Source: an optimization exercise on an open RTL-to-GDS flow (aim: small area, a short achievable clock period and few clock cycles per item). Production flows keep margins and buffers that such runs may drop. Only simulation tests tie the RTL to the original design; equivalence was not proved.

== build 58 ==
// GaussFilter
module GaussFilter #(parameter rows = 8, cols = 8, ksize = 3, data_width = 8) (
    input wire clk,
    input wire rst,
    input wire start,
    input wire [data_width*rows*cols-1:0] image_in,
    output wire [data_width*rows*cols-1:0] image_out,
    output reg image_out_valid,
    output reg done,
    input wire image_ready
);
Size: about 1,000 I/O pins, about 31,000 µm² of cells after synthesis.
export LEC_CHECK = 0
export CAP_MARGIN = 20
export CORE_AREA = 4 4 356 356
export DIE_AREA = 0 0 360 360
export PLACE_DENSITY = 0.6
export SLEW_MARGIN = 20
create_clock -name core_clock -period 12.0 [get_ports {clk}]
standard.sh (not shown) runs the stock make flow with config.mk's settings and CLKGATE_MAP_FILE= SYNTH_SCRIPT=/design/flow/synth_recipe.tcl, a recipe that flattens the netlist after the stock synthesis.
==> flow/flow/run.sh <==
#!/bin/bash
# The standard layout with two changes:
#  1. synthesis maps the RTL's explicit full/half adders to the platform's
#     adder cells right after the coarse pass, before ABC restructures them
#     (otherwise ABC's re-encoding leaves an inverter on most adder pins);
#     everything else is synth_recipe.tcl / ORFS synth.tcl unchanged;
#     2-input multiplexers are mapped to mux2_1 at the same point, so ABC
#     does not turn the input-select muxes into wide, upsized cells;
#  2. every I/O port gets the smallest buffer (buf_1) instead of a delay buffer.
set -euo pipefail
here=$(pwd)
python3 - "$FLOW_HOME/scripts/synth.tcl" "$here/synth_fa.tcl" "$here/flow/mux_map.v" <<'PY'
import sys
src = open(sys.argv[1]).read()
anchor = "  synth -flatten -run :fine {*}$synth_full_args\n"
assert src.count(anchor) == 1, "anchor not found in synth.tcl"
src = src.replace(anchor, anchor +
    "  techmap\n  opt -fast\n  extract_fa\n"
    "  techmap -map $::env(ADDER_MAP_FILE)\n"
    "  techmap -map " + sys.argv[3] + "\n  opt_clean\n")
open(sys.argv[2], "w").write(src)
PY
grep -q 'source $::env(SCRIPTS_DIR)/synth.tcl' synth_recipe.tcl
sed "s#source \$::env(SCRIPTS_DIR)/synth.tcl#source $here/synth_fa.tcl#" synth_recipe.tcl > synth_recipe_fa.tcl
grep -q "SYNTH_SCRIPT=$here/synth_recipe.tcl" standard.sh
sed "s#SYNTH_SCRIPT=$here/synth_recipe.tcl#SYNTH_SCRIPT=$here/synth_recipe_fa.tcl#" standard.sh > standard_fa.sh
export BUFFER_PORTS_ARGS="-buffer_cell sky130_fd_sc_hd__buf_1"
bash standard_fa.sh > standard.log 2>&1
==> flow/flow/mux_map.v <==
module \$_MUX_ (A, B, S, Y);
    input A, B, S;
    output Y;
    sky130_fd_sc_hd__mux2_1 _TECHMAP_REPLACE_ (.A0(A), .A1(B), .S(S), .X(Y));
endmodule
Testbench counts of build 58, summed over its fixed seeds: cycles 120, frames 64.
What build 26 does differently from build 58 at the input level:
- an added CTS_BUF_LIST of sky130_fd_sc_hd__clkbuf_4
- a change of PLACE_DENSITY from 0.6 to 0.75
- a change of CORE_AREA from 4 4 356 356 to 4 4 616 96
- a change of DIE_AREA from 0 0 360 360 to 0 0 620 100
diff --git a/flow/flow/run.sh b/flow/flow/run.sh
--- a/flow/flow/run.sh
+++ b/flow/flow/run.sh
@@ -6,4 +6,2 @@
 #     everything else is synth_recipe.tcl / ORFS synth.tcl unchanged;
-#     2-input multiplexers are mapped to mux2_1 at the same point, so ABC
-#     does not turn the input-select muxes into wide, upsized cells;
 #  2. every I/O port gets the smallest buffer (buf_1) instead of a delay buffer.
@@ -11,3 +9,3 @@
 here=$(pwd)
-python3 - "$FLOW_HOME/scripts/synth.tcl" "$here/synth_fa.tcl" "$here/flow/mux_map.v" <<'PY'
+python3 - "$FLOW_HOME/scripts/synth.tcl" "$here/synth_fa.tcl" <<'PY'
 import sys
@@ -18,4 +16,3 @@
     "  techmap\n  opt -fast\n  extract_fa\n"
-    "  techmap -map $::env(ADDER_MAP_FILE)\n"
-    "  techmap -map " + sys.argv[3] + "\n  opt_clean\n")
+    "  techmap -map $::env(ADDER_MAP_FILE)\n  opt_clean\n")
 open(sys.argv[2], "w").write(src)
removed: flow/flow/mux_map.v
Build 26 did not run to completion, as it errored out during global routing (5_1_grt). Build 58 completed every stage of the flow, and the final layout passed the timing, design-rule and antenna checks. Number of clock buffers inserted by TritonCTS went up by more than half going from build 58 to build 26. Compare build 58 and build 26 | sequential element share of the synthesized area higher: build 58. Delta (build 26 minus build 58): post-cts sizing count went up by 81%, number of buffers inserted to repair setup after CTS went up by 13.
### build 26 -> build 82
- clearing CTS_BUF_LIST, which used to be sky130_fd_sc_hd__clkbuf_4
- swapping 4 4 616 96 for 4 4 356 356 in CORE_AREA
- swapping 0.75 for 0.6 in PLACE_DENSITY
- swapping 0 0 620 100 for 0 0 360 360 in DIE_AREA
==> flow/flow/run.sh <==
#!/bin/bash
set -e
export BUFFER_PORTS_ARGS="-buffer_cell sky130_fd_sc_hd__buf_1"
bash standard.sh > standard.log 2>&1
Per the final summary, build 82 finished and its layout is clean on timing, DRC and antenna. Mux cell area share after synthesis, build 26 and build 82: lower on build 82. Build 82 — adder-cell share of the synthesized area 3.9 points lower, build 26 as reference. Taking build 26 as the reference, in build 82 number of buffers added by the clock tree synthesis step fell by 17, netlist area before placement rose by 1500 µm², die width fell by 42%. Delta (build 82 minus build 26): number of buffers inserted by port buffering comparable; worst setup slack after placement now larger. Starting density of the core for build 82: 31 points down relative to build 26. [build 82] synthesized instance count rose 34% relative to build 26.
Input changes introduced in build 44 (baseline for comparison: build 82):
- CORE_UTILIZATION now 55, previously not set
- CORE_AREA no longer set, was 4 4 356 356
- CORE_MARGIN now 2, previously not set
- DIE_AREA no longer set, was 0 0 360 360
- PLACE_DENSITY now 0.7, was 0.6
## What came out
As far as share of synthesized cell area in full adder, half adder and majority cells goes, build 44 and build 82 are indistinguishable; the numbers are identical. From build 44 to build 82, post-synthesis instance area did not move at all. Per the comparison of build 44 with build 82, effective utilization at floorplan moved up, post-synthesis area per instance held, height of the chip lost about 30%. From build 82 to build 44, sequential fraction of the synthesis area did not move at all. No final results exist for build 44, since it was stopped by error PPL-0024 during I/O pin placement (3_2_place_iop). Synthesized instance count: build 82 vs build 44 identical. Between build 82 and build 44, the multiplexer area fraction after synthesis figures differ only marginally. Number of rows created at floorplan (lower): build 44. Of build 82 and build 44, the higher die span in x belongs to build 82.
The inputs of build 46 differ from those of build 44 as listed below.
- DIE_AREA newly set to 0 0 360 360
- GPL_TIMING_DRIVEN newly set to 0
- CORE_AREA newly set to 4 4 356 356
- CORE_MARGIN removed (was 2)
- CORE_UTILIZATION removed (was 55)
- PLACE_DENSITY changed from 0.7 to 0.8
==> flow/flow/run.sh <==
#!/bin/bash
# The standard layout with two changes:
#  1. synthesis maps the RTL's explicit full/half adders to the platform's
#     adder cells right after the coarse pass, before ABC restructures them
#     (otherwise ABC's re-encoding leaves an inverter on most adder pins);
#     everything else is synth_recipe.tcl / ORFS synth.tcl unchanged;
#     2-input multiplexers are mapped to mux2_1 at the same point, so ABC
#     does not turn the input-select muxes into wide, upsized cells;
#  2. every I/O port gets the smallest buffer (buf_1) instead of a delay buffer.
set -euo pipefail
here=$(pwd)
python3 - "$FLOW_HOME/scripts/synth.tcl" "$here/synth_fa.tcl" "$here/flow/mux_map.v" <<'PY'
import sys
src = open(sys.argv[1]).read()
anchor = "  synth -flatten -run :fine {*}$synth_full_args\n"
assert src.count(anchor) == 1, "anchor not found in synth.tcl"
src = src.replace(anchor, anchor +
    "  techmap\n  opt -fast\n  extract_fa\n"
    "  techmap -map $::env(ADDER_MAP_FILE)\n"
    "  techmap -map " + sys.argv[3] + "\n  opt_clean\n")
open(sys.argv[2], "w").write(src)
PY
grep -q 'source $::env(SCRIPTS_DIR)/synth.tcl' synth_recipe.tcl
sed "s#source \$::env(SCRIPTS_DIR)/synth.tcl#source $here/synth_fa.tcl#" synth_recipe.tcl > synth_recipe_fa.tcl
grep -q "SYNTH_SCRIPT=$here/synth_recipe.tcl" standard.sh
sed "s#SYNTH_SCRIPT=$here/synth_recipe.tcl#SYNTH_SCRIPT=$here/synth_recipe_fa.tcl#" standard.sh > standard_fa.sh
export BUFFER_PORTS_ARGS="-buffer_cell sky130_fd_sc_hd__buf_1"
bash standard_fa.sh > standard.log 2>&1
==> flow/flow/mux_map.v (new file) <==
module \$_MUX_ (A, B, S, Y);
    input A, B, S;
    output Y;
    sky130_fd_sc_hd__mux2_1 _TECHMAP_REPLACE_ (.A0(A), .A1(B), .S(S), .X(Y));
endmodule
## What came out
Build 46 vs. build 44: sequential area share after synthesis rose by 1.2 points, area share of fa/ha/maj cells after synthesis shows an increase of 5.7 points, distinct cell type count of the synthesized netlist saw a decrease.
[compare] base=build 44 new=build 46: number of cells produced by synthesis went down by about 33%, number of placement rows saw an increase, synthesized area shows a reduction of 2300 µm².
Compared with build 44, in build 46 width of the die increased by 110 µm relative to the old numbers, per-instance average area after synthesis increased by about 40% relative to the old numbers, synthesized-area fraction occupied by xor and xnor cells decreased by 0.79 points relative to the old numbers.
Build 46 ran to completion and came out clean on the timing, design-rule and antenna checks.
Build 46 vs. build 44: fraction of the mapped netlist area in simple logic gates down 1.2 points, starting density of the core -30 points.
Input changes introduced in build 48 (baseline for comparison: build 46):
- SETUP_SLACK_MARGIN now 1.5, previously not set
- CORE_AREA no longer set, was 4 4 356 356
- GPL_TIMING_DRIVEN no longer set, was 0
- DIE_AREA no longer set, was 0 0 360 360
- PLACE_DENSITY now 0.7, was 0.8
- CORE_UTILIZATION now 55, previously not set
- CORE_MARGIN now 2, previously not set
==> flow/flow/run.sh <==
#!/bin/bash
set -e
export BUFFER_PORTS_ARGS="-buffer_cell sky130_fd_sc_hd__buf_1"
bash standard.sh > standard.log 2>&1
removed: flow/flow/mux_map.v
Findings:
Build 48 never completed, since it errored out during I/O pin placement (3_2_place_iop). Going from build 46 to build 48, simple-gate area share of the yosys netlist grew by 1.2 points, synthesized cell count grew by 945. The final reports for build 48 and build 46 show starting density of the core higher in the former. Higher synthesized area goes to build 48 over build 46. Compared with build 46, build 48 shows a lower multiplexer share of the synthesized area. Going from build 46 to build 48, XOR/XNOR share of the synthesized area grows by 0.79 points. For mean post-synth cell area, dividing the value from build 48 by the value from build 46 gives 0.72. NOTE floorplan die height build 46->build 48 decreased by more than a quarter.

-- afterwards: timing with drivers on the ports --
Ports are ideal in the flow. The routed layouts listed here were re-timed in OpenROAD.
Step 1, drivers: a clkbuf_16 drives clk and a buf_2 each remaining input, both assumed.
Step 2 moves the port delays by t, midway between the first and last clock arrival at a register: inputs arrive t later, outputs are due t later. That takes back most of the time a late clock gives input paths.
Three values: ideal ports, drivers, drivers and shift; two values: the first two.
| run | t (ns) | setup slack, ns | hold WS [ns] | worst slew at a driven data input, ns | pins driven straight from the clock port |
|---|---|---|---|---|---|
| build 58 | 0.664 | 0.119 / 0.092 / 0.092 | 0.493 / 0.493 / 0.493 | 0.22 | 1 |
| build 82 | 0.676 | 0.132 / 0.090 / 0.090 | 0.486 / 0.486 / 0.486 | 0.22 | 1 |
| build 46 | 0.676 | 0.117 / 0.087 / 0.087 | 0.484 / 0.484 / 0.484 | 0.25 | 1 |
After both steps setup and hold are still met in every run listed. For build 82, which loses most, drivers alone change the setup slack by -0.042 ns; drivers and shift together by -0.042 ns.
